Context: an optimization exercise on an open-source flow, tuned for small area and a short achievable clock period. The choices shown serve that exercise and are no tape-out recipe. Function was checked by simulation only, so behaviour that the tests miss may differ from the original. The clock port is modelled as an ideal driver, which makes a skipped or thinned clock tree look cheaper than it is; a real chip needs a root buffer or a tree. Power and IR drop assume default switching activity.

==> flow/design.v <==
module moving_avg_filt(
  input clk,
  input signed [7:0] signal_in,
  output signed [7:0] signal_out
  );
  parameter N = 64;  
  reg signed [7:0] q [0:N-1];
  reg signed [8:0] d;
  reg signed [13:0] sum;
  reg [13:0] acc;
  reg [5:0] phase;
  reg load;
  reg keep;
  wire signed [13:0] acc_sum = {~acc[13], acc[12:0]};
  wire [7:0] acc_lo = keep ? acc[7:0] : 8'd0;
  wire [8:0] alo = {1'b0, acc_lo} + {1'b0, ~q[0][7], q[0][6:0]};
  wire [5:0] ahi_up = acc[13:8] + 6'd1;
  wire [5:0] ahi = keep ? (alo[8] ? ahi_up : acc[13:8]) : 6'd0;
  integer i;
  always @(posedge clk) begin
    q[0] <= signal_in;
    for (i = 0; i < N - 1; i = i + 1)
      q[i + 1] <= q[i];
    d <= signal_in - q[N-1];
    phase <= phase + 6'd1;
    load <= (phase == 6'd62);
    keep <= (phase != 6'd62);
    sum <= (load ? acc_sum : sum) + d;
    acc <= {ahi, alo[7:0]};
  end
  assign signal_out = sum[13:6];
endmodule
==> flow/flow/run.sh <==
#!/bin/bash
# Standard ORFS layout (standard synthesis unchanged) with port buffers of a
# plain buffer cell, no CTS dummy loads, a tighter setup repair target, and
# the clock tree's branch level removed after CTS (flow/collapse.tcl).
set -euo pipefail
bash standard.sh \
  BUFFER_PORTS_ARGS="-buffer_cell sky130_fd_sc_hd__buf_2" \
  CTS_ARGS="-sink_clustering_enable -repair_clock_nets -dont_use_dummy_load -sink_clustering_size 34 -sink_clustering_max_diameter 70 -buf_list {sky130_fd_sc_hd__clkbuf_16}" \
  POST_CTS_TCL="$PWD/flow/collapse.tcl" \
  SETUP_SLACK_MARGIN=5.4 \
  finish > flow.log 2>&1
==> flow/flow/collapse.tcl <==
# Remove the branch level of the clock tree: every clock buffer that the root
# buffer drives and that itself drives only clock buffers is taken out, and the
# buffers it drove are fed by the root buffer directly. All leaf buffers stay
# one level below the root, so every register's clock keeps the same depth.
set block [ord::get_db_block]
set clk_net [$block findNet clk]
set root ""
foreach it [$clk_net getITerms] {
  if {[$it isInputSignal]} { set root [$it getInst] }
}
set root_out [[$root findITerm X] getNet]
set removed 0
foreach it [$root_out getITerms] {
  set inst [$it getInst]
  if {$inst == $root} { continue }
  set x [$inst findITerm X]
  if {$x == "NULL" || $x == ""} { continue }
  set out [$x getNet]
  set loads {}
  set all_bufs 1
  foreach lt [$out getITerms] {
    if {[$lt getInst] == $inst} { continue }
    if {![string match "sky130_fd_sc_hd__clkbuf_*" [[[$lt getInst] getMaster] getName]]} { set all_bufs 0 }
    lappend loads $lt
  }
  if {!$all_bufs} { continue }
  foreach lt $loads {
    $lt disconnect
    $lt connect $root_out
  }
  $x disconnect
  $it disconnect
  odb::dbInst_destroy $inst
  odb::dbNet_destroy $out
  incr removed
}
puts "collapse.tcl: removed $removed branch clock buffers"
estimate_parasitics -placement
report_clock_skew
==> flow/standard.sh <==
#!/bin/bash
# synth_recipe.tcl (not shown) runs the flow's synth.tcl, then flattens the netlist and writes it again
# the make line also repeats each setting of config.mk as NAME=value (left out here)
make -C /OpenROAD-flow-scripts/flow DESIGN_CONFIG=/design/flow/config.mk WORK_HOME=/design/flow/orfs CLKGATE_MAP_FILE= SYNTH_SCRIPT=/design/flow/synth_recipe.tcl "${@:-finish}"
==> flow/config.mk <==
export PLATFORM = sky130hd
export DESIGN_NAME = moving_avg_filt
export DESIGN_NICKNAME = moving_avg_filt
export VERILOG_FILES = /design/flow/design.v
export SDC_FILE = /design/flow/constraint.sdc
export NUM_CORES = 4
export LEC_CHECK = 0
export ABC_CLOCK_PERIOD_IN_PS = 2000
export CAP_MARGIN = 20
export CORE_MARGIN = 2
export CORE_UTILIZATION = 60
export GPL_TIMING_DRIVEN = 1
export HOLD_SLACK_MARGIN = 0
export PLACE_DENSITY = 0.75
export SLEW_MARGIN = 20
==> flow/constraint.sdc <==
create_clock -name core_clock -period 8.0 [get_ports {clk}]
set_input_delay 1.6000 -clock core_clock [delete_from_list [all_inputs] [get_ports {clk}]]
set_output_delay 1.6000 -clock core_clock [all_outputs]
set_load 0.01 [all_outputs]
==> results_tabular.tex, run 1 <==
\begin{tabular}{lr}
\hline
Metric & Value \\
\hline
\multicolumn{2}{l}{\textbf{Outcome}} \\
Result of the run & no timing/DRC/antenna violations \\
\multicolumn{2}{l}{\textbf{STA}} \\
Rel. slew slack & 73.1\% \\
Shortest clock period the worst path allows after layout & 2.54 ns \\
Unrepaired setup endpoints after global routing & yes \\
Post-route fraction of the period consumed by the critical path & 31.8\% \\
Worst slew pin tran & 0.398 ns \\
Worst hold slack after final layout & 0.298 ns \\
Fmax achieved & 393 MHz \\
Final TNS setup & 0 ns \\
Setup skew after layout & 0.0342 ns \\
Pins Over Slew Limit & 0 \\
Final Hold Fails & 0 \\
Final setup violating endpoints & 0 \\
\multicolumn{2}{l}{\textbf{Power and ir drop}} \\
Peak VDD IR & 0.252 mV \\
Power per unit of standard cell area & 324 nW/um\^{}2 \\
Leakage power & 0.00571 uW \\
\multicolumn{2}{l}{\textbf{Logic synthesis}} \\
Async set or reset register ratio after synthesis & 0\% \\
Most area-consuming cells after synthesis & sky130\_fd\_sc\_hd\_\_dfxtp\_1, sky130\_fd\_sc\_hd\_\_ha\_1, sky130\_fd\_sc\_hd\_\_xnor2\_1 \\
Post-Synthesis Net Count & 833 \\
Synthesized area divided by synthesized cell count & 16.3 sq um \\
Proportion of netlist area held by the largest area contributor & 86.7\% \\
EDFF count, synth & 0 \\
Synth Warn \# & 2 \\
Biggest area consumer among synthesized cells & sky130\_fd\_sc\_hd\_\_dfxtp\_1 \\
Number of unique standard cell types used by synthesis & 39 \\
Dominant register cell in the synthesized netlist & sky130\_fd\_sc\_hd\_\_dfxtp\_1 \\
Part of the Yosys area used for sequential elements & 86.7\% \\
Synth Instances & 789 \\
Post-synthesis sequential element count & 557 \\
Post-synth design cell area & 12900 sq um \\
\multicolumn{2}{l}{\textbf{Placed design}} \\
Post-detailed-placement half-perimeter wirelength & 9.07 mm \\
Global placement routability congestion & 0.783 \\
Placed Cells & 1069 \\
Total of buffers placed on input and output ports & 16 \\
\multicolumn{2}{l}{\textbf{Run}} \\
Count of max-cap constraint violations & 0 \\
\multicolumn{2}{l}{\textbf{Critical path}} \\
CP peak stage delay & 0.34 ns \\
Startpoint class of the critical path & flop \\
Number of cell instances on the worst register-to-register path & 7 \\
Worst EP arrival & 0.94 ns \\
Crit path max-delay family & flip-flops \\
Endpoint of the lowest-slack register-to-register path & sum[10] \\
Worst Setup Path Type & flop to output port \\
Highest net fanout along the worst path & 2 \\
Buffers and inverters on the worst path & 1 \\
Cell at the slowest stage of the critical path & sky130\_fd\_sc\_hd\_\_dfxtp\_2 \\
Register-to-register setup slack & 5.52 ns \\
Critical path endpoint category & output port \\
Cells along the critical path & buf\_2 \\
CP Data Required Time & 6.40 ns \\
Beginning of the worst register-to-register path & load \\
\multicolumn{2}{l}{\textbf{Floorplan}} \\
Die outline width & 150 microns \\
Vertical die dimension & 150 microns \\
Starting Density & 61.2\% \\
Die area & 22600 sq um \\
Number of placement rows & 53 \\
Boundary Pins & 17 \\
Placeable core region & 21000 sq um \\
\multicolumn{2}{l}{\textbf{Routing}} \\
Count of TritonRoute iterations in the first routing pass & 4 \\
Routed Wire Length & 14.9 mm \\
Final antenna-violating net count & 0 \\
WL/cell & 13.7 microns \\
Routed vias & 4919 \\
Routed vias/inst & 4.51 \\
Drt first-iter violations & 282 \\
DRC & 0 \\
\multicolumn{2}{l}{\textbf{Min path}} \\
Hold-critical path depth & 0 \\
Worst hold path endpoint & q[46][7] \\
Hold\_sp & q[45][7] \\
Min-Delay Path Class & flop to flop \\
\multicolumn{2}{l}{\textbf{Clock tree}} \\
Clock-pin transition on the worst setup and hold timing paths & 0.11 ns \\
Number of clock sinks & 557 \\
Clk Latency, worst-skew pair & 0.51 ns \\
\multicolumn{2}{l}{\textbf{Global routing}} \\
Global-route total usage across every layer & 14.7\% \\
Global-route wire length before repair & 24.7 mm \\
Maximum number of pins on one net before global-route repair & 35 \\
Final global-route overflow total & 0 \\
Vias in the first global route & 5101 \\
Antenna violations before repair & 0 \\
\multicolumn{2}{l}{\textbf{Cells and area}} \\
Multi-input gate area in the final layout & 1600 sq um \\
Number of filler instances in the final layout & 1436 \\
Most common cell after layout, fill and taps aside & sky130\_fd\_sc\_hd\_\_dfxtp\_1 \\
Sequential cell area & 11200 sq um \\
Share of layout cells above drive strength 1 & 8.22\% \\
Area growth from synthesis to final layout & 6.93\% \\
Fin nets & 861 \\
Non-filler cells in the finished layout & 1090 \\
Antenna diodes & 0 \\
Most used cells in the layout excluding fill and tap cells & sky130\_fd\_sc\_hd\_\_dfxtp\_1, sky130\_fd\_sc\_hd\_\_ha\_1, sky130\_fd\_sc\_hd\_\_xnor2\_1 \\
\hline
\end{tabular}
state kept, by name (all words and copies together), names as in the netlist:
register,cells
acc,14
phase,6
load,1
q,512
keep,1
sum,14
d,9
area by class of cell:
class / count / area share (%)
multi-input cells: 202 / 11.6
repair buffers: 18 / 0.709
flip-flops and latches: 557 / 81.1
inverters: 19 / 0.573
well taps: 275 / 2.50
clock buffers: 19 / 3.46
per-layer routing:
layer	track usage [%]	wire length, microns	vias to the layer above
met5	0	0	-
met4	7.12	335	0
met3	4.55	434	26
met2	21.3	6380	41
met1	20.2	7790	2298
li1	-	-	2554
how the worst max path moves through the flow:
stage,cells after the start,from,slack [ns],to
floorplan,8,signal_in[0],5.16,d[8]
global placement,9,signal_in[0],4.92,d[8]
finish,1,sum[6],5.46,signal_out[0]
detailed placement,9,signal_in[0],4.85,d[8]
global route,8,load,5.39,sum[10]
power breakdown:
group	total, uW	internal, uW	switching (uW)
combinational	352	175	177
sequential	2980	2930	45.4
clock	1140	425	711
cells by family after synthesis:
| kind of cell | Yosys count | synth area share [%] |
|---|---|---|
| compound gates | 55 | 2.63 |
| xor+xnor | 27 | 1.84 |
| fa+ha+maj | 35 | 3.58 |
| buf+inv | 30 | 1.14 |
| flops | 557 | 86.7 |
| mux | 15 | 1.29 |
| simple gates | 70 | 2.86 |
synthesized netlist by cell type, types with 4 or more instances:
master	n
sky130_fd_sc_hd__o21a_1	5
sky130_fd_sc_hd__nand2_1	10
sky130_fd_sc_hd__dfxtp_1	557
sky130_fd_sc_hd__o21ai_0	13
sky130_fd_sc_hd__ha_1	32
sky130_fd_sc_hd__nor2_1	17
sky130_fd_sc_hd__nand3_1	10
sky130_fd_sc_hd__xor2_1	7
sky130_fd_sc_hd__nor3_1	4
sky130_fd_sc_hd__buf_4	9
sky130_fd_sc_hd__a21o_1	5
sky130_fd_sc_hd__xnor2_1	20
sky130_fd_sc_hd__o41ai_1	4
sky130_fd_sc_hd__mux2_2	13
sky130_fd_sc_hd__inv_1	19
sky130_fd_sc_hd__and2_1	8
sky130_fd_sc_hd__a21oi_1	19
metrics by stage:
stage               util [%]  cell area, sq um  power [uW]  setup slack, ns
finish                  65.4             13800        4460             5.46
global route            65.4             13800        4650             5.39
detailed placement      63.0             13200        3390             4.85
global placement        63.0             13200        3380             4.92
floorplan                  -             12900        3330             5.16
==> run 2: changes to the inputs <==
--- a/flow/config.mk
+++ b/flow/config.mk
@@ -11,3 +11,3 @@
 export CORE_UTILIZATION = 60
-export GPL_TIMING_DRIVEN = 1
+export GPL_TIMING_DRIVEN = 0
 export HOLD_SLACK_MARGIN = 0
==> run 2 against run 1 <==
Net effect: still clean; sequential power about the same; worst setup slack got worse by 0.097 ns; final cell count increased by 2.2%; clock power about the same; power increased by 3.8%; clock skew decreased by 0.013 ns; worst hold slack improved by 0.014 ns; cell area increased by 2.3%; critical path type unchanged; critical endpoint is now signal_out[3]; largest cell class unchanged; highest routed layer unchanged.
==> results_tabular.tex, run 2 <==
\begin{tabular}{lr}
\hline
Metric & Value \\
\hline
\multicolumn{2}{l}{\textbf{Logic synthesis}} \\
Fraction of synthesized area in multiplexers & 1.29\% (unchanged) \\
Dominant register cell in the synthesized netlist & sky130\_fd\_sc\_hd\_\_dfxtp\_1 \\
Number of unique standard cell types used by synthesis & 39 (unchanged) \\
Post-Synthesis Net Count & 833 (unchanged) \\
Biggest area consumer among synthesized cells & sky130\_fd\_sc\_hd\_\_dfxtp\_1 \\
Compound-cell area share of the yosys netlist & 2.63\% (unchanged) \\
Most common cell in the synthesized netlist & sky130\_fd\_sc\_hd\_\_dfxtp\_1 \\
XOR/XNOR share of the synthesized area & 1.84\% (unchanged) \\
Post-synthesis sequential element count & 557 (unchanged) \\
Most area-consuming cells after synthesis & sky130\_fd\_sc\_hd\_\_dfxtp\_1, sky130\_fd\_sc\_hd\_\_ha\_1, sky130\_fd\_sc\_hd\_\_xnor2\_1 \\
Synth Warn \# & 2 (unchanged) \\
Part of the Yosys area used for sequential elements & 86.7\% (unchanged) \\
Synthesized area divided by synthesized cell count & 16.3 sq um (unchanged) \\
Adder and majority cell fraction of the synthesized area & 3.58\% (unchanged) \\
EDFF count, synth & 0 (unchanged) \\
Proportion of netlist area held by the largest area contributor & 86.7\% (unchanged) \\
Async set or reset register ratio after synthesis & 0\% (unchanged) \\
Most used standard cells in the synthesized netlist & sky130\_fd\_sc\_hd\_\_dfxtp\_1, sky130\_fd\_sc\_hd\_\_ha\_1, sky130\_fd\_sc\_hd\_\_xnor2\_1 \\
Synth Instances & 789 (unchanged) \\
Main combinational cell family by area after synthesis & adder cells \\
Post-synth design cell area & 12900 sq um (unchanged) \\
Synth Area in Simple Gates & 2.86\% (unchanged) \\
\multicolumn{2}{l}{\textbf{Cells and area}} \\
Number of filler instances in the final layout & 1350 (-6.0\%) \\
Antenna diodes & 0 (unchanged) \\
Most used cells in the layout excluding fill and tap cells & sky130\_fd\_sc\_hd\_\_dfxtp\_1, sky130\_fd\_sc\_hd\_\_ha\_1, sky130\_fd\_sc\_hd\_\_xnor2\_1 \\
Most common cell after layout, fill and taps aside & sky130\_fd\_sc\_hd\_\_dfxtp\_1 \\
Biggest registers after layout & q (512), acc (14), sum (14) \\
Share of layout cells above drive strength 1 & 11.8\% (+3.6 points) \\
Fin nets & 885 (+2.8\%) \\
Non-filler cells in the finished layout & 1114 (+2.2\%) \\
Final core utilization & 67.0\% (+1.5 points) \\
Register name with the most flops & q \\
Area growth from synthesis to final layout & 9.44\% \\
Number of flip-flops in the largest register & 512 (unchanged) \\
\multicolumn{2}{l}{\textbf{Clock tree}} \\
Clock-pin transition on the worst setup and hold timing paths & 0.11 ns (about the same) \\
Clk Latency, worst-skew pair & 0.49 ns (-0.02 ns) \\
Number of clock sinks & 557 (unchanged) \\
\multicolumn{2}{l}{\textbf{Floorplan}} \\
Boundary Pins & 17 (unchanged) \\
Die area & 22600 sq um (unchanged) \\
Die outline width & 150 microns (unchanged) \\
Vertical die dimension & 150 microns (unchanged) \\
Placeable core region & 21000 sq um (unchanged) \\
Starting Density & 61.2\% (unchanged) \\
Number of placement rows & 53 (unchanged) \\
\multicolumn{2}{l}{\textbf{STA}} \\
Unrepaired setup endpoints after global routing & yes \\
Pins Over Slew Limit & 0 (unchanged) \\
Fmax achieved & 379 MHz (-3.7\%) \\
Worst slew pin tran & 0.416 ns (+0.0174 ns) \\
Final setup violating endpoints & 0 (unchanged) \\
Final TNS setup & 0 ns (unchanged) \\
Setup skew after layout & 0.0215 ns (-0.0127 ns) \\
Final Hold Fails & 0 (unchanged) \\
Shortest clock period the worst path allows after layout & 2.64 ns (+0.0972 ns) \\
Rel. slew slack & 72.0\% (-1.1 points) \\
Post-route fraction of the period consumed by the critical path & 33.0\% (+1.2 points) \\
\multicolumn{2}{l}{\textbf{Critical path}} \\
Number of cell instances on the worst register-to-register path & 10 (+3) \\
Startpoint class of the critical path & flop \\
CP Data Required Time & 6.40 ns (about the same) \\
Endpoint of the lowest-slack register-to-register path & sum[10] \\
Critical Path Most Common Cell & sky130\_fd\_sc\_hd\_\_buf\_6 \\
Register-to-register setup slack & 5.38 ns (-0.14 ns) \\
Beginning of the worst register-to-register path & load \\
Cell at the slowest stage of the critical path & sky130\_fd\_sc\_hd\_\_dfxtp\_2 \\
CP peak stage delay & 0.35 ns (about the same) \\
Worst EP arrival & 1.04 ns (+0.10 ns) \\
Cells along the critical path & buf\_6 -> buf\_6 \\
Worst Setup Path Type & flop to output port \\
Critical path endpoint category & output port \\
Highest net fanout along the worst path & 2 (unchanged) \\
\multicolumn{2}{l}{\textbf{Routing}} \\
WL/cell & 14.6 microns (+6.3\%) \\
Count of TritonRoute iterations in the first routing pass & 4 (unchanged) \\
Routed vias/inst & 4.57 (+1.3\%) \\
Routed vias & 5092 (+3.5\%) \\
Drt first-iter violations & 255 (-9.6\%) \\
Routed Wire Length & 16.2 mm (+8.6\%) \\
Final antenna-violating net count & 0 (unchanged) \\
DRC & 0 (unchanged) \\
\multicolumn{2}{l}{\textbf{Placed design}} \\
Global placement routability congestion & 0.797 (+1.7\%) \\
Post-detailed-placement half-perimeter wirelength & 9.07 mm (about the same) \\
Total of buffers placed on input and output ports & 16 (unchanged) \\
Placed Cells & 1080 (+1.0\%) \\
\multicolumn{2}{l}{\textbf{Global routing}} \\
Antenna violations before repair & 0 (unchanged) \\
Maximum number of pins on one net before global-route repair & 35 (unchanged) \\
Global-route total usage across every layer & 15.4\% (+0.75 points) \\
Vias in the first global route & 5340 (+4.7\%) \\
Final global-route overflow total & 0 (unchanged) \\
Global-route wire length before repair & 26.6 mm (+7.5\%) \\
\multicolumn{2}{l}{\textbf{Power and ir drop}} \\
Peak VDD IR & 0.204 mV (-19\%) \\
Leakage power & 0.00587 uW (+2.8\%) \\
Power per unit of standard cell area & 329 nW/um\^{}2 (+1.4\%) \\
\multicolumn{2}{l}{\textbf{Min path}} \\
Hold-critical path depth & 0 (unchanged) \\
Hold\_sp & q[15][7] \\
Min-Delay Path Class & flop to flop \\
Worst hold path endpoint & q[16][7] \\
\multicolumn{2}{l}{\textbf{Outcome}} \\
Result of the run & no timing/DRC/antenna violations \\
\multicolumn{2}{l}{\textbf{Run}} \\
Count of max-cap constraint violations & 0 (unchanged) \\
\hline
\end{tabular}
run 2: cell types whose count changed in the layout (fill, tap and decap cells not counted), moves of 3 or more:
cell / before / now
sky130_fd_sc_hd__buf_2: 15 / 7
sky130_fd_sc_hd__buf_4: 3 / 17
sky130_fd_sc_hd__mux2_2: 13 / 10
sky130_fd_sc_hd__buf_6: 0 / 17
sky130_fd_sc_hd__mux2_4: 0 / 3
run 2: power by group:
part	internal, uW	leakage (uW)	total [uW]	switching, uW
clock	405	0.000222	1120	715
sequential	2930	0.00466	2990	53.0
combinational	288	0.000991	526	238
total	3630	0.00587	4630	1010
run 2: layout make-up:
type | count | area [sq um] | area share (%)
Clock buffer | 18 | 450 | 3.20
Inverter | 19 | 78.8 | 0.560
Buffer | 11 | 126 | 0.897
Sequential cell | 557 | 11200 | 79.3
Timing Repair Buffer | 32 | 256 | 1.82
Multi-Input combinational cell | 202 | 1660 | 11.8
Tap cell | 275 | 344 | 2.44
run 2: worst max-delay path: cells and delay by family (launching register included):
kind	cells	cell delay [ns]
buffers and inverters	2	0.22
DFF	1	0.35
run 2: metrics by stage:
stage / hold WS, ns / area, sq um / power (uW) / setup slack [ns]
3_3_place_gp: 0.312 / 13300 / 3400 / 4.83
3_5_place_dp: 0.312 / 13300 / 3440 / 4.72
5_1_grt: 0.322 / 14100 / 4800 / 5.30
6_report: 0.312 / 14100 / 4630 / 5.36
2_1_floorplan: 0.310 / 12900 / 3330 / 5.16
run 2: kinds of logic after synthesis:
group | count (synthesis)
AOI/OAI and AO/OA | 55
xor gates and xnor gates | 27
adders and majority gates | 35
buffers and inverters | 30
DFF | 557
muxes | 15
and+or+nand+nor | 70
run 2: worst max-delay path by stage:
stage                       startpoint            end
final                           sum[9]  signal_out[3]
after global routing              load        sum[10]
after detailed placement          load        sum[10]
after global placement    signal_in[0]           d[8]
after floorplan           signal_in[0]           d[8]
run 2: layer usage:
metal	global-route usage [%]	up-vias	wire (microns)
li1	-	2603	-
met1	20.6	2369	8190
met2	23.5	82	7140
met4	7.69	0	436
met3	4.00	38	461
met5	0	-	0
==> run 3: changes to the inputs <==
--- a/flow/config.mk
+++ b/flow/config.mk
@@ -11,3 +11,2 @@
 export CORE_UTILIZATION = 60
-export GPL_TIMING_DRIVEN = 0
 export HOLD_SLACK_MARGIN = 0
==> run 3 against run 2 <==
Net effect: synthesized area unchanged; clock power is essentially flat; cell area shrank 2.3%; utilization decreased by 1.5 points; critical path depth fell by 1; clock-buffer cell count increased by 1; sequential share of layout area up 1.9 points; critical path type unchanged; largest cell class unchanged; highest routed layer unchanged.
==> results_tabular.tex, run 3 <==
\begin{tabular}{lr}
\hline
Metric & Value \\
\hline
\multicolumn{2}{l}{\textbf{STA}} \\
Final setup violating endpoints & 0 (unchanged) \\
Setup skew after layout & 0.0342 ns (+0.0127 ns) \\
Worst slew pin tran & 0.398 ns (-0.0174 ns) \\
Worst hold slack after final layout & 0.298 ns (-0.0139 ns) \\
Fmax achieved & 393 MHz (+3.8\%) \\
Pins Over Slew Limit & 0 (unchanged) \\
Rel. slew slack & 73.1\% (+1.1 points) \\
Post-route fraction of the period consumed by the critical path & 31.8\% (-1.2 points) \\
Min setup slack post-route & 5.46 ns (+0.0972 ns) \\
Shortest clock period the worst path allows after layout & 2.54 ns (-0.0972 ns) \\
Final TNS setup & 0 ns (unchanged) \\
Unrepaired setup endpoints after global routing & yes \\
Final Hold Fails & 0 (unchanged) \\
\multicolumn{2}{l}{\textbf{Routing}} \\
WL/cell & 13.7 microns (-5.9\%) \\
Routed vias/inst & 4.51 (-1.3\%) \\
Routed Wire Length & 14.9 mm (-7.9\%) \\
Final antenna-violating net count & 0 (unchanged) \\
Count of TritonRoute iterations in the first routing pass & 4 (unchanged) \\
Routed vias & 4919 (-3.4\%) \\
Drt first-iter violations & 282 (+11\%) \\
DRC & 0 (unchanged) \\
\multicolumn{2}{l}{\textbf{Placed design}} \\
Global placement routability congestion & 0.783 (-1.7\%) \\
Post-detailed-placement half-perimeter wirelength & 9.07 mm (about the same) \\
Total of buffers placed on input and output ports & 16 (unchanged) \\
Worst setup slack before clock tree synthesis & 4.85 ns (+0.122 ns) \\
Post-Place Cell Area & 13200 sq um (-0.57\%) \\
\multicolumn{2}{l}{\textbf{Cells and area}} \\
Final design area excluding fillers & 13800 sq um (-2.3\%) \\
Area growth from synthesis to final layout & 6.93\% \\
Biggest registers after layout & q (512), acc (14), sum (14) \\
Register name with the most flops & q \\
Share of layout cells above drive strength 1 & 8.22\% (-3.6 points) \\
Fin nets & 861 (-2.7\%) \\
Most common cell after layout, fill and taps aside & sky130\_fd\_sc\_hd\_\_dfxtp\_1 \\
Most used cells in the layout excluding fill and tap cells & sky130\_fd\_sc\_hd\_\_dfxtp\_1, sky130\_fd\_sc\_hd\_\_ha\_1, sky130\_fd\_sc\_hd\_\_xnor2\_1 \\
Number of flip-flops in the largest register & 512 (unchanged) \\
Antenna diodes & 0 (unchanged) \\
\multicolumn{2}{l}{\textbf{Critical path}} \\
Crit path max-delay family & flip-flops \\
Destination of the critical timing path & signal\_out[0] \\
Number of cell instances on the worst register-to-register path & 7 (-3) \\
Worst Setup Path Type & flop to output port \\
Crit. path cell count & 1 (-1) \\
Cells along the critical path & buf\_2 \\
Startpoint class of the critical path & flop \\
Worst Setup SP & sum[6] \\
Register-to-register setup slack & 5.52 ns (+0.14 ns) \\
Endpoint of the lowest-slack register-to-register path & sum[10] \\
Critical path endpoint category & output port \\
Highest net fanout along the worst path & 2 (unchanged) \\
CP peak stage delay & 0.34 ns (about the same) \\
Cell at the slowest stage of the critical path & sky130\_fd\_sc\_hd\_\_dfxtp\_2 \\
Buffers and inverters on the worst path & 1 (-1) \\
Beginning of the worst register-to-register path & load \\
Worst EP arrival & 0.94 ns (-0.10 ns) \\
CP Data Required Time & 6.40 ns (about the same) \\
\multicolumn{2}{l}{\textbf{Logic synthesis}} \\
Post-synthesis sequential element count & 557 (unchanged) \\
Synth Instances & 789 (unchanged) \\
Part of the Yosys area used for sequential elements & 86.7\% (unchanged) \\
Async set or reset register ratio after synthesis & 0\% (unchanged) \\
Synth Area in Simple Gates & 2.86\% (unchanged) \\
Number of unique standard cell types used by synthesis & 39 (unchanged) \\
Most common cell in the synthesized netlist & sky130\_fd\_sc\_hd\_\_dfxtp\_1 \\
Most used standard cells in the synthesized netlist & sky130\_fd\_sc\_hd\_\_dfxtp\_1, sky130\_fd\_sc\_hd\_\_ha\_1, sky130\_fd\_sc\_hd\_\_xnor2\_1 \\
Synth Warn \# & 2 (unchanged) \\
XOR/XNOR share of the synthesized area & 1.84\% (unchanged) \\
Main combinational cell family by area after synthesis & adder cells \\
Post-synth design cell area & 12900 sq um (unchanged) \\
Proportion of netlist area held by the largest area contributor & 86.7\% (unchanged) \\
Most area-consuming cells after synthesis & sky130\_fd\_sc\_hd\_\_dfxtp\_1, sky130\_fd\_sc\_hd\_\_ha\_1, sky130\_fd\_sc\_hd\_\_xnor2\_1 \\
Synthesized area divided by synthesized cell count & 16.3 sq um (unchanged) \\
Biggest area consumer among synthesized cells & sky130\_fd\_sc\_hd\_\_dfxtp\_1 \\
EDFF count, synth & 0 (unchanged) \\
Adder and majority cell fraction of the synthesized area & 3.58\% (unchanged) \\
Post-Synthesis Net Count & 833 (unchanged) \\
Compound-cell area share of the yosys netlist & 2.63\% (unchanged) \\
Dominant register cell in the synthesized netlist & sky130\_fd\_sc\_hd\_\_dfxtp\_1 \\
Fraction of synthesized area in multiplexers & 1.29\% (unchanged) \\
\multicolumn{2}{l}{\textbf{Global routing}} \\
Vias in the first global route & 5101 (-4.5\%) \\
Global-route wire length before repair & 24.7 mm (-7.0\%) \\
Global-route total usage across every layer & 14.7\% (-0.75 points) \\
Antenna violations before repair & 0 (unchanged) \\
Maximum number of pins on one net before global-route repair & 35 (unchanged) \\
Final global-route overflow total & 0 (unchanged) \\
\multicolumn{2}{l}{\textbf{Floorplan}} \\
Die outline width & 150 microns (unchanged) \\
Number of placement rows & 53 (unchanged) \\
Starting Density & 61.2\% (unchanged) \\
Placeable core region & 21000 sq um (unchanged) \\
Die area & 22600 sq um (unchanged) \\
Vertical die dimension & 150 microns (unchanged) \\
Boundary Pins & 17 (unchanged) \\
\multicolumn{2}{l}{\textbf{Min path}} \\
Hold-critical path depth & 0 (unchanged) \\
Hold\_sp & q[45][7] \\
Min-Delay Path Class & flop to flop \\
\multicolumn{2}{l}{\textbf{Power and ir drop}} \\
Sw Pwr & 933 uW (-7.2\%) \\
Power per unit of standard cell area & 324 nW/um\^{}2 (-1.4\%) \\
Relative contribution of sequential cells to total power & 66.7\% (+2.2 points) \\
Cell internal power dissipation & 3530 uW (-2.6\%) \\
Clock share of power & 25.4\% (+1.2 points) \\
Sw frac & 20.9\% (-0.81 points) \\
Share of total power in combinational logic & 7.9\% (-3.4 points) \\
Peak VDD IR & 0.252 mV (+23\%) \\
Leakage power & 0.00571 uW (-2.8\%) \\
\multicolumn{2}{l}{\textbf{Clock tree}} \\
Clock-pin transition on the worst setup and hold timing paths & 0.11 ns (about the same) \\
Clk Latency, worst-skew pair & 0.51 ns (+0.02 ns) \\
Number of clock sinks & 557 (unchanged) \\
\multicolumn{2}{l}{\textbf{Outcome}} \\
Result of the run & no timing/DRC/antenna violations \\
\multicolumn{2}{l}{\textbf{Run}} \\
Count of max-cap constraint violations & 0 (unchanged) \\
\hline
\end{tabular}
[run 3: cell count changes in the layout (fill, tap and decap cells not counted), moves of 2 or more]
cell,change
sky130_fd_sc_hd__buf_6,-17
sky130_fd_sc_hd__ha_4,-2
sky130_fd_sc_hd__dfxtp_2,-2
sky130_fd_sc_hd__o41ai_2,-2
sky130_fd_sc_hd__mux2_4,-3
sky130_fd_sc_hd__o41ai_1,+2
sky130_fd_sc_hd__buf_4,-14
sky130_fd_sc_hd__buf_2,+8
sky130_fd_sc_hd__mux2_2,+3
sky130_fd_sc_hd__ha_1,+2
[run 3: worst min path at each step]
stage,slack [ns],endpoint
2_1_floorplan,0.31,q[10][0]
3_3_place_gp,0.31,q[2][6]
3_5_place_dp,0.31,q[14][1]
5_1_grt,0.31,q[46][7]
6_report,0.30,q[46][7]
[run 3: final cells by class]
| type | count | area (sq um) |
|---|---|---|
| clock buffers | 19 | 475 |
| well taps | 275 | 344 |
| flip-flops and latches | 557 | 11200 |
| multi-input cells | 202 | 1600 |
| inverters | 19 | 78.8 |
| fillers | 1436 | 7260 |
| repair buffers | 18 | 97.6 |
[run 3: per-layer routing]
metal	part of all wire [%]	up-vias	wire length, microns	track usage (%)
li1	-	2554	-	-
met1	52	2298	7790	20.2
met2	43	41	6380	21.3
met3	2.9	26	434	4.55
met4	2.2	0	335	7.12
met5	0	-	0	0
[run 3: logic make-up (layout without fill, tap and decap cells)]
| group | count (synthesis) | count (layout) |
|---|---|---|
| DFF | 557 | 557 |
| and+or+nand+nor | 70 | 70 |
| AOI/OAI and AO/OA | 55 | 55 |
| adders and majority gates | 35 | 35 |
| buffers and inverters | 30 | 56 |
| xor gates and xnor gates | 27 | 27 |
| muxes | 15 | 15 |
[run 3: power by group through the flow]
stage / Clock, uW / Sequential [uW] / Combinational [uW]
floorplan: 0 / 3020 / 310
global placement: 0 / 3030 / 343
detailed placement: 0 / 3040 / 350
global route: 1260 / 2990 / 402
finish: 1140 / 2980 / 352
[run 3: worst reg2reg max path: stages (launching register included)]
cell and delay (ns):
sky130_fd_sc_hd__dfxtp_4 0.36, sky130_fd_sc_hd__buf_4 0.16, sky130_fd_sc_hd__mux2_2 0.35, sky130_fd_sc_hd__ha_1 0.21, sky130_fd_sc_hd__or4_1 0.54, sky130_fd_sc_hd__o22a_2 0.25
sky130_fd_sc_hd__or4b_1 0.50, sky130_fd_sc_hd__nand3_1 0.07
[run 3: through the flow]
step	utilization, %	total power [uW]	instances
3_5_place_dp	63.0	3390	1069
5_1_grt	65.4	4650	1090
6_report	65.4	4460	1090
3_3_place_gp	63.0	3380	1069
2_1_floorplan	-	3330	789
==> run 4: changes to the inputs <==
--- a/flow/flow/run.sh
+++ b/flow/flow/run.sh
@@ -6,3 +6,3 @@
 bash standard.sh \
-  BUFFER_PORTS_ARGS="-buffer_cell sky130_fd_sc_hd__buf_2" \
+  BUFFER_PORTS_ARGS="-buffer_cell sky130_fd_sc_hd__buf_4" \
   CTS_ARGS="-sink_clustering_enable -repair_clock_nets -dont_use_dummy_load -sink_clustering_size 34 -sink_clustering_max_diameter 70 -buf_list {sky130_fd_sc_hd__clkbuf_16}" \
==> run 4 against run 3 <==
Net effect: still clean on timing, DRC and antenna; clock-buffer cell count unchanged; global-route usage increased by 0.43 points; worst setup slack got worse by 0.020 ns; first-iteration DRC count decreased by 34%; power increased by 0.65%; via count increased by 0.51%; non-clock buffer count increased by 1; utilization increased by 0.24 points; die area unchanged; synthesized area unchanged; critical endpoint is now d[8].
==> results_tabular.tex, run 4 <==
\begin{tabular}{lr}
\hline
Metric & Value \\
\hline
\multicolumn{2}{l}{\textbf{Outcome}} \\
Result of the run & no timing/DRC/antenna violations \\
\multicolumn{2}{l}{\textbf{Routing}} \\
Routed vias & 4944 (+0.51\%) \\
Routed vias/inst & 4.53 (+0.42\%) \\
Drt first-iter violations & 186 (-34\%) \\
Final antenna-violating net count & 0 (unchanged) \\
Routed Wire Length & 15.3 mm (+2.6\%) \\
Count of TritonRoute iterations in the first routing pass & 4 (unchanged) \\
WL/cell & 14.0 microns (+2.5\%) \\
DRC & 0 (unchanged) \\
\multicolumn{2}{l}{\textbf{Global routing}} \\
Busiest metal layer after global routing & met2 \\
Final global-route overflow total & 0 (unchanged) \\
Met2 Resource Use GR & 21.8\% (+0.55 points) \\
Vias in the first global route & 5072 (-0.57\%) \\
Maximum number of pins on one net before global-route repair & 35 (unchanged) \\
Global-route total usage across every layer & 15.1\% (+0.43 points) \\
Global-route wire length before repair & 25.5 mm (+3.3\%) \\
Antenna violations before repair & 0 (unchanged) \\
GR Layer Usage met1 & 21.0\% (+0.83 points) \\
Global Route met3 Usage & 5.00\% (+0.45 points) \\
\multicolumn{2}{l}{\textbf{Critical path}} \\
Beginning of the worst register-to-register path & load \\
Cells along the critical path & buf\_4 -> inv\_8 -> ha\_4 -> fa\_2 -> nor2b\_2 -> o21a\_1 -> o21ai\_1 -> a21oi\_1 -> o22ai\_1 \\
Critical path endpoint category & flop \\
Cell at the slowest stage of the critical path & sky130\_fd\_sc\_hd\_\_fa\_2 \\
Highest net fanout along the worst path & 3 (+1) \\
Startpoint class of the critical path & input port \\
Worst EP arrival & 2.96 ns (+2.02 ns) \\
Worst Setup Path Type & input port to flop \\
CP peak stage delay & 0.40 ns (+0.06 ns) \\
Number of cell instances on the worst register-to-register path & 7 (unchanged) \\
Register-to-register setup slack & 5.52 ns (about the same) \\
Buffers and inverters on the worst path & 2 (+1) \\
Endpoint of the lowest-slack register-to-register path & sum[10] \\
Crit path max-delay family & adder cells \\
CP Data Required Time & 8.40 ns (+2.00 ns) \\
\multicolumn{2}{l}{\textbf{STA}} \\
Shortest clock period the worst path allows after layout & 2.56 ns (+0.0196 ns) \\
Rel. slew slack & 71.5\% (-1.6 points) \\
Final TNS setup & 0 ns (unchanged) \\
Fmax achieved & 390 MHz (-0.76\%) \\
Worst hold slack after final layout & 0.298 ns (+0.000139 ns) \\
Pins Over Slew Limit & 0 (unchanged) \\
Worst slew pin tran & 0.422 ns (+0.0232 ns) \\
Post-route fraction of the period consumed by the critical path & 32.0\% (+0.24 points) \\
Final Hold Fails & 0 (unchanged) \\
Final setup violating endpoints & 0 (unchanged) \\
Setup skew after layout & 0.0373 ns (+0.00313 ns) \\
Unrepaired setup endpoints after global routing & no \\
\multicolumn{2}{l}{\textbf{Logic synthesis}} \\
Most common cell in the synthesized netlist & sky130\_fd\_sc\_hd\_\_dfxtp\_1 \\
Synth Instances & 789 (unchanged) \\
Synth Area in Simple Gates & 2.86\% (unchanged) \\
Biggest area consumer among synthesized cells & sky130\_fd\_sc\_hd\_\_dfxtp\_1 \\
Most used standard cells in the synthesized netlist & sky130\_fd\_sc\_hd\_\_dfxtp\_1, sky130\_fd\_sc\_hd\_\_ha\_1, sky130\_fd\_sc\_hd\_\_xnor2\_1 \\
Number of unique standard cell types used by synthesis & 39 (unchanged) \\
Post-synth design cell area & 12900 sq um (unchanged) \\
Part of the Yosys area used for sequential elements & 86.7\% (unchanged) \\
Compound-cell area share of the yosys netlist & 2.63\% (unchanged) \\
Synth Warn \# & 2 (unchanged) \\
Most area-consuming cells after synthesis & sky130\_fd\_sc\_hd\_\_dfxtp\_1, sky130\_fd\_sc\_hd\_\_ha\_1, sky130\_fd\_sc\_hd\_\_xnor2\_1 \\
Adder and majority cell fraction of the synthesized area & 3.58\% (unchanged) \\
Main combinational cell family by area after synthesis & adder cells \\
Fraction of synthesized area in multiplexers & 1.29\% (unchanged) \\
EDFF count, synth & 0 (unchanged) \\
Proportion of netlist area held by the largest area contributor & 86.7\% (unchanged) \\
Post-Synthesis Net Count & 833 (unchanged) \\
Async set or reset register ratio after synthesis & 0\% (unchanged) \\
Post-synthesis sequential element count & 557 (unchanged) \\
XOR/XNOR share of the synthesized area & 1.84\% (unchanged) \\
Synthesized area divided by synthesized cell count & 16.3 sq um (unchanged) \\
Dominant register cell in the synthesized netlist & sky130\_fd\_sc\_hd\_\_dfxtp\_1 \\
\multicolumn{2}{l}{\textbf{Power and ir drop}} \\
Power per unit of standard cell area & 325 nW/um\^{}2 (+0.27\%) \\
Leakage power & 0.00573 uW (+0.41\%) \\
Peak VDD IR & 0.233 mV (-7.7\%) \\
\multicolumn{2}{l}{\textbf{Cells and area}} \\
Share of layout cells above drive strength 1 & 8.46\% (+0.24 points) \\
Fin nets & 862 (+0.12\%) \\
Biggest registers after layout & q (512), acc (14), sum (14) \\
Number of flip-flops in the largest register & 512 (unchanged) \\
Antenna diodes & 0 (unchanged) \\
Area growth from synthesis to final layout & 7.33\% \\
Most used cells in the layout excluding fill and tap cells & sky130\_fd\_sc\_hd\_\_dfxtp\_1, sky130\_fd\_sc\_hd\_\_ha\_1, sky130\_fd\_sc\_hd\_\_xnor2\_1 \\
Final core utilization & 65.7\% (+0.24 points) \\
Most common cell after layout, fill and taps aside & sky130\_fd\_sc\_hd\_\_dfxtp\_1 \\
Register name with the most flops & q \\
\multicolumn{2}{l}{\textbf{Min path}} \\
Hold\_sp & q[47][7] \\
Min-Delay Path Class & flop to flop \\
Worst hold path endpoint & q[48][7] \\
Hold-critical path depth & 0 (unchanged) \\
\multicolumn{2}{l}{\textbf{Clock tree}} \\
Clock-pin transition on the worst setup and hold timing paths & 0.11 ns (about the same) \\
Number of clock sinks & 557 (unchanged) \\
Clk Latency, worst-skew pair & 0.51 ns (about the same) \\
\multicolumn{2}{l}{\textbf{Run}} \\
Count of max-cap constraint violations & 0 (unchanged) \\
\multicolumn{2}{l}{\textbf{Placed design}} \\
Post-detailed-placement half-perimeter wirelength & 9.06 mm (about the same) \\
Total of buffers placed on input and output ports & 16 (unchanged) \\
Global placement routability congestion & 0.791 (+1.0\%) \\
\multicolumn{2}{l}{\textbf{Floorplan}} \\
Die outline width & 150 microns (unchanged) \\
Die area & 22600 sq um (unchanged) \\
Number of placement rows & 53 (unchanged) \\
Boundary Pins & 17 (unchanged) \\
Placeable core region & 21000 sq um (unchanged) \\
Starting Density & 61.2\% (unchanged) \\
Vertical die dimension & 150 microns (unchanged) \\
\hline
\end{tabular}
run 4: stage by stage:
stage / cells / setup WS (ns) / power (uW) / area [sq um]
2_1_floorplan: 789 / 5.16 / 3330 / 12900
3_3_place_gp: 1069 / 4.95 / 3390 / 13300
3_5_place_dp: 1069 / 4.90 / 3400 / 13300
5_1_grt: 1091 / 5.40 / 4680 / 13800
6_report: 1091 / 5.44 / 4490 / 13800
run 4: layout make-up:
cell class / instances / area, sq um
clock buffers: 19 / 475
fillers: 1387 / 7210
inverters: 19 / 78.8
multi-input cells: 202 / 1610
flip-flops and latches: 557 / 11200
well taps: 275 / 344
repair buffers: 19 / 143
run 4: cells by family (layout without fill, tap and decap cells):
family / count (synthesis) / count (layout)
simple gates: 70 / 70
xor+xnor: 27 / 27
compound gates: 55 / 55
flops: 557 / 557
mux: 15 / 15
fa+ha+maj: 35 / 35
buf+inv: 30 / 57
run 4: worst max path at each step:
stage	start	endpoint	slack [ns]	depth (start not counted)
floorplan	signal_in[0]	d[8]	5.16	8
global placement	signal_in[0]	d[8]	4.95	9
detailed placement	signal_in[0]	d[8]	4.90	9
global route	sum[8]	signal_out[2]	5.40	1
finish	signal_in[0]	d[8]	5.44	9
run 4: where the power goes:
part / leakage, uW / total [uW] / internal (uW) / switching, uW
sequential: 0.00466 / 2980 / 2930 / 47.6
clock: 0.000234 / 1140 / 425 / 719
combinational: 0.000839 / 370 / 189 / 181
total: 0.00573 / 4490 / 3550 / 948
run 4: per-layer routing:
layer	vias up	part of all wire, %
li1	2558	-
met1	2326	53
met2	38	43
met3	22	2.6
met4	0	1.9
met5	-	0
==> run 5: changes to the inputs <==
--- a/flow/flow/run.sh
+++ b/flow/flow/run.sh
@@ -6,3 +6,3 @@
 bash standard.sh \
-  BUFFER_PORTS_ARGS="-buffer_cell sky130_fd_sc_hd__buf_4" \
+  BUFFER_PORTS_ARGS="-buffer_cell sky130_fd_sc_hd__buf_1" \
   CTS_ARGS="-sink_clustering_enable -repair_clock_nets -dont_use_dummy_load -sink_clustering_size 34 -sink_clustering_max_diameter 70 -buf_list {sky130_fd_sc_hd__clkbuf_16}" \
==> run 5 against run 4 <==
Net effect: maximum frequency increased by 0.47%; clock-buffer cell count unchanged; die area unchanged; flip-flop and latch count unchanged; utilization decreased by 0.28 points; worst setup slack improved by 0.012 ns; power decreased by 0.61%; final cell count decreased by 0.18%; sequential share of layout area increased by 0.32 points; sequential power about the same; clock skew decreased by 0.00054 ns.
==> results_tabular.tex, run 5 <==
\begin{tabular}{lr}
\hline
Metric & Value \\
\hline
\multicolumn{2}{l}{\textbf{Power and ir drop}} \\
Leakage power & 0.00569 uW (-0.73\%) \\
Cell internal power dissipation & 3530 uW (-0.43\%) \\
Share of total power in combinational logic & 8.0\% (-0.2 points) \\
Clock share of power & 25.4\% (about the same) \\
Sw frac & 21.0\% (-0.14 points) \\
Sw Pwr & 936 uW (-1.3\%) \\
Relative contribution of sequential cells to total power & 66.6\% (+0.3 points) \\
Peak VDD IR & 0.216 mV (-7.2\%) \\
Power per unit of standard cell area & 325 nW/um\^{}2 (-0.19\%) \\
\multicolumn{2}{l}{\textbf{Routing}} \\
Drt first-iter violations & 165 (-11\%) \\
Routed Wire Length & 15.0 mm (-2.3\%) \\
WL/cell & 13.7 microns (-2.1\%) \\
Final antenna-violating net count & 0 (unchanged) \\
Routed vias/inst & 4.50 (-0.65\%) \\
Routed vias & 4903 (-0.83\%) \\
Count of TritonRoute iterations in the first routing pass & 4 (unchanged) \\
DRC & 0 (unchanged) \\
\multicolumn{2}{l}{\textbf{Logic synthesis}} \\
Post-Synthesis Net Count & 833 (unchanged) \\
Number of unique standard cell types used by synthesis & 39 (unchanged) \\
Synth Instances & 789 (unchanged) \\
Synthesized area divided by synthesized cell count & 16.3 sq um (unchanged) \\
Post-synth design cell area & 12900 sq um (unchanged) \\
Biggest area consumer among synthesized cells & sky130\_fd\_sc\_hd\_\_dfxtp\_1 \\
Proportion of netlist area held by the largest area contributor & 86.7\% (unchanged) \\
EDFF count, synth & 0 (unchanged) \\
Async set or reset register ratio after synthesis & 0\% (unchanged) \\
Most used standard cells in the synthesized netlist & sky130\_fd\_sc\_hd\_\_dfxtp\_1, sky130\_fd\_sc\_hd\_\_ha\_1, sky130\_fd\_sc\_hd\_\_xnor2\_1 \\
Synth Warn \# & 2 (unchanged) \\
Most area-consuming cells after synthesis & sky130\_fd\_sc\_hd\_\_dfxtp\_1, sky130\_fd\_sc\_hd\_\_ha\_1, sky130\_fd\_sc\_hd\_\_xnor2\_1 \\
Post-synthesis sequential element count & 557 (unchanged) \\
Part of the Yosys area used for sequential elements & 86.7\% (unchanged) \\
Most common cell in the synthesized netlist & sky130\_fd\_sc\_hd\_\_dfxtp\_1 \\
Dominant register cell in the synthesized netlist & sky130\_fd\_sc\_hd\_\_dfxtp\_1 \\
\multicolumn{2}{l}{\textbf{Floorplan}} \\
Placeable core region & 21000 sq um (unchanged) \\
Die area & 22600 sq um (unchanged) \\
Starting Density & 61.2\% (unchanged) \\
Boundary Pins & 17 (unchanged) \\
Vertical die dimension & 150 microns (unchanged) \\
Number of placement rows & 53 (unchanged) \\
Die outline width & 150 microns (unchanged) \\
\multicolumn{2}{l}{\textbf{STA}} \\
Final Hold Fails & 0 (unchanged) \\
Fmax achieved & 392 MHz (+0.47\%) \\
Final setup violating endpoints & 0 (unchanged) \\
Unrepaired setup endpoints after global routing & yes \\
Rel. slew slack & 75.4\% (+3.9 points) \\
Setup skew after layout & 0.0368 ns (-0.000544 ns) \\
Post-route fraction of the period consumed by the critical path & 31.9\% (-0.15 points) \\
Pins Over Slew Limit & 0 (unchanged) \\
Final TNS setup & 0 ns (unchanged) \\
Shortest clock period the worst path allows after layout & 2.55 ns (-0.0120 ns) \\
Worst slew pin tran & 0.365 ns (-0.0570 ns) \\
\multicolumn{2}{l}{\textbf{Cells and area}} \\
Non-filler cells in the finished layout & 1089 (-0.18\%) \\
Sequential cell area & 11200 sq um (about the same) \\
Area growth from synthesis to final layout & 6.88\% \\
Most used cells in the layout excluding fill and tap cells & sky130\_fd\_sc\_hd\_\_dfxtp\_1, sky130\_fd\_sc\_hd\_\_ha\_1, sky130\_fd\_sc\_hd\_\_xnor2\_1 \\
Biggest registers after layout & q (512), acc (14), sum (14) \\
Register name with the most flops & q \\
Multi-input gate area in the final layout & 1610 sq um (+0.39\%) \\
Fin nets & 860 (-0.23\%) \\
Number of filler instances in the final layout & 1450 (+4.5\%) \\
Share of layout cells above drive strength 1 & 7.25\% (-1.2 points) \\
Number of flip-flops in the largest register & 512 (unchanged) \\
Most common cell after layout, fill and taps aside & sky130\_fd\_sc\_hd\_\_dfxtp\_1 \\
Antenna diodes & 0 (unchanged) \\
\multicolumn{2}{l}{\textbf{Global routing}} \\
Antenna violations before repair & 0 (unchanged) \\
Vias in the first global route & 4939 (-2.6\%) \\
Global-route total usage across every layer & 14.7\% (-0.37 points) \\
Maximum number of pins on one net before global-route repair & 35 (unchanged) \\
Final global-route overflow total & 0 (unchanged) \\
Global-route wire length before repair & 24.8 mm (-2.7\%) \\
\multicolumn{2}{l}{\textbf{Critical path}} \\
Cells along the critical path & buf\_2 \\
Worst EP arrival & 0.95 ns (-2.01 ns) \\
Highest net fanout along the worst path & 2 (-1) \\
CP Data Required Time & 6.40 ns (-2.00 ns) \\
CP peak stage delay & 0.34 ns (-0.06 ns) \\
Buffers and inverters on the worst path & 1 (-1) \\
Startpoint class of the critical path & flop \\
Cell at the slowest stage of the critical path & sky130\_fd\_sc\_hd\_\_dfxtp\_1 \\
Crit path max-delay family & flip-flops \\
Critical path endpoint category & output port \\
Worst Setup Path Type & flop to output port \\
\multicolumn{2}{l}{\textbf{Clock tree}} \\
Number of clock sinks & 557 (unchanged) \\
Clock-pin transition on the worst setup and hold timing paths & 0.11 ns (about the same) \\
Clk Latency, worst-skew pair & 0.51 ns (about the same) \\
\multicolumn{2}{l}{\textbf{Placed design}} \\
Total of buffers placed on input and output ports & 16 (unchanged) \\
Global placement routability congestion & 0.781 (-1.3\%) \\
Placed Cells & 1069 (unchanged) \\
Post-detailed-placement half-perimeter wirelength & 8.91 mm (-1.6\%) \\
\multicolumn{2}{l}{\textbf{Min path}} \\
Min-Delay Path Class & flop to flop \\
\multicolumn{2}{l}{\textbf{Outcome}} \\
Result of the run & no timing/DRC/antenna violations \\
\multicolumn{2}{l}{\textbf{Run}} \\
Count of max-cap constraint violations & 0 (unchanged) \\
\hline
\end{tabular}
run 5: cell counts after synthesis:
Identical to the previous run, type by type.
run 5: layout make-up:
cell class                      count  area share, %
Inverter                           19          0.573
Multi-Input combinational cell    202           11.7
Tap cell                          275           2.50
Timing Repair Buffer               17          0.591
Clock buffer                       19           3.46
Sequential cell                   557           81.2
run 5: cell families (layout without fill, tap and decap cells):
kind of cell | count (synthesis) | count (layout) | share of synthesized area (%)
AO/OA/AOI/OAI | 55 | 55 | 2.63
XOR/XNOR | 27 | 27 | 1.84
adder cells (fa/ha/maj) | 35 | 35 | 3.58
buffers and inverters | 30 | 55 | 1.14
flip-flops | 557 | 557 | 86.7
multiplexers | 15 | 15 | 1.29
AND/OR/NAND/NOR | 70 | 70 | 2.86
run 5: final timing paths:
| path | startpoint | slack, ns | end | cells after the start |
|---|---|---|---|---|
| hold reg to reg | q[3][7] | 0.30 | q[4][7] | 0 |
| hold / removal | q[3][7] | 0.30 | q[4][7] | 0 |
| setup reg to reg | load | 5.46 | sum[10] | 7 |
| setup / recovery | sum[8] | 5.45 | signal_out[2] | 1 |
run 5: per-stage QoR:
stage          hold WS [ns]  power, uW  utilization, %  instance area (sq um)  worst slack (ns)
3_5_place_dp          0.312       3380            62.9                  13200              4.74
2_1_floorplan         0.310       3330               -                  12900              5.16
6_report              0.296       4470            65.4                  13800              5.45
5_1_grt               0.302       4650            65.4                  13800              5.38
3_3_place_gp          0.312       3370            62.9                  13200              4.84
run 5: worst reg2reg max path, delay by kind of cell, from the launching register on:
kind | cells | cell delay (ns)
multiplexers | 1 | 0.37
AND/OR/NAND/NOR | 3 | 1.08
flip-flops | 1 | 0.36
AO/OA/AOI/OAI | 1 | 0.26
buffers and inverters | 1 | 0.20
adder cells (fa/ha/maj) | 1 | 0.22
run 5: routing by layer:
layer / part of all wire [%] / track usage [%]
met5: 0 / 0
met4: 1.7 / 5.80
met3: 3.0 / 5.00
met2: 43 / 21.1
met1: 53 / 20.8
run 5: power by group through the flow:
stage,clock network (uW),logic (uW),registers (uW)
detailed placement,0,345,3040
floorplan,0,310,3020
finish,1130,358,2970
global route,1260,402,2990
global placement,0,337,3030
==> run 6: changes to the inputs <==
--- a/flow/flow/run.sh
+++ b/flow/flow/run.sh
@@ -6,4 +6,4 @@
 bash standard.sh \
-  BUFFER_PORTS_ARGS="-buffer_cell sky130_fd_sc_hd__buf_1" \
-  CTS_ARGS="-sink_clustering_enable -repair_clock_nets -dont_use_dummy_load -sink_clustering_size 34 -sink_clustering_max_diameter 70 -buf_list {sky130_fd_sc_hd__clkbuf_16}" \
+  BUFFER_PORTS_ARGS="-buffer_cell sky130_fd_sc_hd__buf_2" \
+  CTS_ARGS="-sink_clustering_enable -repair_clock_nets -dont_use_dummy_load -sink_clustering_size 28 -sink_clustering_max_diameter 60 -buf_list {sky130_fd_sc_hd__clkbuf_16}" \
   POST_CTS_TCL="$PWD/flow/collapse.tcl" \
==> run 6 against run 5 <==
Net effect: register-to-register slack improved by 0.03 ns; via count increased by 1.3%; first-iteration DRC count increased by 33%; sequential share of layout area decreased by 0.89 points.
==> results_tabular.tex, run 6 <==
\begin{tabular}{lr}
\hline
Metric & Value \\
\hline
\multicolumn{2}{l}{\textbf{Logic synthesis}} \\
Most area-consuming cells after synthesis & sky130\_fd\_sc\_hd\_\_dfxtp\_1, sky130\_fd\_sc\_hd\_\_ha\_1, sky130\_fd\_sc\_hd\_\_xnor2\_1 \\
Post-synthesis sequential element count & 557 (unchanged) \\
Async set or reset register ratio after synthesis & 0\% (unchanged) \\
Synthesized area divided by synthesized cell count & 16.3 sq um (unchanged) \\
Part of the Yosys area used for sequential elements & 86.7\% (unchanged) \\
Most common cell in the synthesized netlist & sky130\_fd\_sc\_hd\_\_dfxtp\_1 \\
Post-Synthesis Net Count & 833 (unchanged) \\
Dominant register cell in the synthesized netlist & sky130\_fd\_sc\_hd\_\_dfxtp\_1 \\
Synth Warn \# & 2 (unchanged) \\
Post-synth design cell area & 12900 sq um (unchanged) \\
Number of unique standard cell types used by synthesis & 39 (unchanged) \\
EDFF count, synth & 0 (unchanged) \\
Synth Instances & 789 (unchanged) \\
Most used standard cells in the synthesized netlist & sky130\_fd\_sc\_hd\_\_dfxtp\_1, sky130\_fd\_sc\_hd\_\_ha\_1, sky130\_fd\_sc\_hd\_\_xnor2\_1 \\
Proportion of netlist area held by the largest area contributor & 86.7\% (unchanged) \\
Biggest area consumer among synthesized cells & sky130\_fd\_sc\_hd\_\_dfxtp\_1 \\
\multicolumn{2}{l}{\textbf{Cells and area}} \\
Antenna diodes & 0 (unchanged) \\
Share of layout cells above drive strength 1 & 9.15\% (+1.9 points) \\
Number of flip-flops in the largest register & 512 (unchanged) \\
Area growth from synthesis to final layout & 8.09\% \\
Most common cell after layout, fill and taps aside & sky130\_fd\_sc\_hd\_\_dfxtp\_1 \\
Register name with the most flops & q \\
Fin nets & 866 (+0.70\%) \\
Non-filler cells in the finished layout & 1095 (+0.55\%) \\
Biggest registers after layout & q (512), acc (14), sum (14) \\
Most used cells in the layout excluding fill and tap cells & sky130\_fd\_sc\_hd\_\_dfxtp\_1, sky130\_fd\_sc\_hd\_\_ha\_1, sky130\_fd\_sc\_hd\_\_clkbuf\_16 \\
\multicolumn{2}{l}{\textbf{Routing}} \\
Top routing layer in use & met4 \\
WL/cell & 14.2 microns (+3.5\%) \\
Routed Wire Length & 15.6 mm (+4.0\%) \\
Final antenna-violating net count & 0 (unchanged) \\
Routed vias/inst & 4.54 (+0.73\%) \\
Count of TritonRoute iterations in the first routing pass & 4 (unchanged) \\
DRC & 0 (unchanged) \\
Drt first-iter violations & 220 (+33\%) \\
Routed vias & 4966 (+1.3\%) \\
Met1 wire length & 8.07 mm (+2.5\%) \\
Detail Route met2 WL & 6.76 mm (+5.7\%) \\
Routed length on met3 & 403 microns (-8.8\%) \\
\multicolumn{2}{l}{\textbf{Min path}} \\
Hold\_sp & q[45][7] \\
Worst hold path endpoint & q[46][7] \\
Min-Delay Path Class & flop to flop \\
Hold-critical path depth & 0 (unchanged) \\
\multicolumn{2}{l}{\textbf{Placed design}} \\
Placed Cells & 1069 (unchanged) \\
Total of buffers placed on input and output ports & 16 (unchanged) \\
Global placement routability congestion & 0.783 (+0.31\%) \\
Post-detailed-placement half-perimeter wirelength & 9.07 mm (+1.7\%) \\
\multicolumn{2}{l}{\textbf{Critical path}} \\
Startpoint class of the critical path & flop \\
Cell at the slowest stage of the critical path & sky130\_fd\_sc\_hd\_\_dfxtp\_1 \\
Cells along the critical path & buf\_2 \\
Buffers and inverters on the worst path & 1 (unchanged) \\
Beginning of the worst register-to-register path & load \\
Critical path endpoint category & output port \\
Number of cell instances on the worst register-to-register path & 7 (unchanged) \\
Highest net fanout along the worst path & 2 (unchanged) \\
CP Data Required Time & 6.40 ns (about the same) \\
Worst EP arrival & 0.96 ns (about the same) \\
CP peak stage delay & 0.33 ns (about the same) \\
Crit path max-delay family & flip-flops \\
Register-to-register setup slack & 5.49 ns (+0.03 ns) \\
Worst Setup Path Type & flop to output port \\
Worst Setup SP & sum[10] \\
Endpoint of the lowest-slack register-to-register path & sum[10] \\
\multicolumn{2}{l}{\textbf{Power and ir drop}} \\
Sw frac & 21.1\% (+0.10 points) \\
Cell internal power dissipation & 3640 uW (+3.1\%) \\
Relative contribution of sequential cells to total power & 64.6\% (-2.0 points) \\
Share of total power in combinational logic & 7.9\% (about the same) \\
Total Power & 4610 uW (+3.2\%) \\
Peak VDD IR & 0.206 mV (-4.9\%) \\
Clock share of power & 27.5\% (+2.1 points) \\
Leakage power & 0.00578 uW (+1.6\%) \\
Sw Pwr & 971 uW (+3.7\%) \\
Power per unit of standard cell area & 332 nW/um\^{}2 (+2.1\%) \\
\multicolumn{2}{l}{\textbf{STA}} \\
Rel. slew slack & 73.7\% (-1.6 points) \\
Setup skew after layout & 0.0434 ns (+0.00662 ns) \\
Pins Over Slew Limit & 0 (unchanged) \\
Final setup violating endpoints & 0 (unchanged) \\
Post-route fraction of the period consumed by the critical path & 32.1\% (+0.20 points) \\
Unrepaired setup endpoints after global routing & yes \\
Final Hold Fails & 0 (unchanged) \\
Shortest clock period the worst path allows after layout & 2.56 ns (+0.0156 ns) \\
Fmax achieved & 390 MHz (-0.61\%) \\
Worst slew pin tran & 0.394 ns (+0.0291 ns) \\
Final TNS setup & 0 ns (unchanged) \\
\multicolumn{2}{l}{\textbf{Floorplan}} \\
Vertical die dimension & 150 microns (unchanged) \\
Die outline width & 150 microns (unchanged) \\
Placeable core region & 21000 sq um (unchanged) \\
Starting Density & 61.2\% (unchanged) \\
Number of placement rows & 53 (unchanged) \\
Boundary Pins & 17 (unchanged) \\
Die area & 22600 sq um (unchanged) \\
\multicolumn{2}{l}{\textbf{Global routing}} \\
Global-route total usage across every layer & 15.5\% (+0.78 points) \\
Final global-route overflow total & 0 (unchanged) \\
Antenna violations before repair & 0 (unchanged) \\
Global-route wire length before repair & 25.8 mm (+3.9\%) \\
Vias in the first global route & 5130 (+3.9\%) \\
Maximum number of pins on one net before global-route repair & 29 (-17\%) \\
\multicolumn{2}{l}{\textbf{Run}} \\
Count of max-cap constraint violations & 0 (unchanged) \\
\multicolumn{2}{l}{\textbf{Clock tree}} \\
Clock-pin transition on the worst setup and hold timing paths & 0.10 ns (about the same) \\
Number of clock sinks & 557 (unchanged) \\
Clk Latency, worst-skew pair & 0.54 ns (+0.03 ns) \\
\multicolumn{2}{l}{\textbf{Outcome}} \\
Result of the run & no timing/DRC/antenna violations \\
\hline
\end{tabular}
## run 6: metrics by stage
stage | setup slack (ns) | hold slack, ns | area (sq um) | util, %
final | 5.44 | 0.286 | 13900 | 66.2
after detailed placement | 4.85 | 0.312 | 13200 | 63.0
after global placement | 4.92 | 0.312 | 13200 | 63.0
after floorplan | 5.16 | 0.310 | 12900 | -
after global routing | 5.35 | 0.286 | 13900 | 66.2
## run 6: cell families after synthesis
| group | Yosys count | synth area share [%] |
|---|---|---|
| flip-flops | 557 | 86.7 |
| AND/OR/NAND/NOR | 70 | 2.86 |
| AO/OA/AOI/OAI | 55 | 2.63 |
| adder cells (fa/ha/maj) | 35 | 3.58 |
| buffers and inverters | 30 | 1.14 |
| XOR/XNOR | 27 | 1.84 |
| multiplexers | 15 | 1.29 |
## run 6: worst max-delay path by stage
| stage | end | slack [ns] | cells past startpoint |
|---|---|---|---|
| after detailed placement | d[8] | 4.85 | 9 |
| after floorplan | d[8] | 5.16 | 8 |
| after global placement | d[8] | 4.92 | 9 |
| after global routing | sum[10] | 5.35 | 8 |
| final | signal_out[4] | 5.44 | 1 |
## run 6: final cells by class
class                   instances  area [sq um]
flip-flops and latches        557         11200
well taps                     275           344
clock buffers                  24           601
repair buffers                 18           104
inverters                      19          78.8
fillers                      1430          7110
multi-input cells             202          1620
## run 6: power groups by stage
stage	clock network (uW)	registers, uW	logic, uW
final	1270	2980	364
after global routing	1410	2990	414
after floorplan	0	3020	310
after global placement	0	3030	343
after detailed placement	0	3040	350
## run 6: routing by layer
layer / track usage [%] / vias up
met3: 4.73 / 25
met5: 0 / -
met2: 22.3 / 45
met1: 21.4 / 2327
li1: - / 2569
met4: 7.83 / 0
## run 6: worst reg2reg max path, delay by kind of cell, from the launching register on
kind | cells | cell delay (ns)
and+or+nand+nor | 3 | 1.10
DFF | 1 | 0.36
muxes | 1 | 0.35
AOI/OAI and AO/OA | 1 | 0.25
adders and majority gates | 1 | 0.21
buffers and inverters | 1 | 0.16

[port drivers added, routing unchanged]
In the flow no input, the clock included, has a driving cell. The finished layouts below were timed again as built, in two steps. Step 1 (the two cells are an assumption about what drives the block):
set clk [get_ports {clk}]
set_driving_cell -lib_cell sky130_fd_sc_hd__clkbuf_16 $clk
set_driving_cell -lib_cell sky130_fd_sc_hd__buf_2 [delete_from_list [all_inputs] $clk]
Step 2, shift: input delay + t, output delay - t, t = (earliest + latest rising clock arrival at the registers) / 2. This alone moves slack from input paths to output paths. Three values: ideal, step 1, step 2; two values: the first two.
run	shift t [ns]	setup WS [ns]	pins driven straight from the clock port
run 1	0.538	5.459 / 5.412 / 4.953	1
run 2	0.524	5.361 / 5.317 / 4.972	1
run 3	0.538	5.459 / 5.412 / 4.953	1
run 4	0.540	5.439 / 5.408 / 4.916	1
run 5	0.535	5.451 / 5.406 / 4.942	1
run 6	0.568	5.435 / 5.389 / 4.938	1
After both steps setup and hold are still met in every run listed. The setup slack of run 4, which loses most, moves by -0.031 ns with the drivers and by -0.523 ns with both steps.
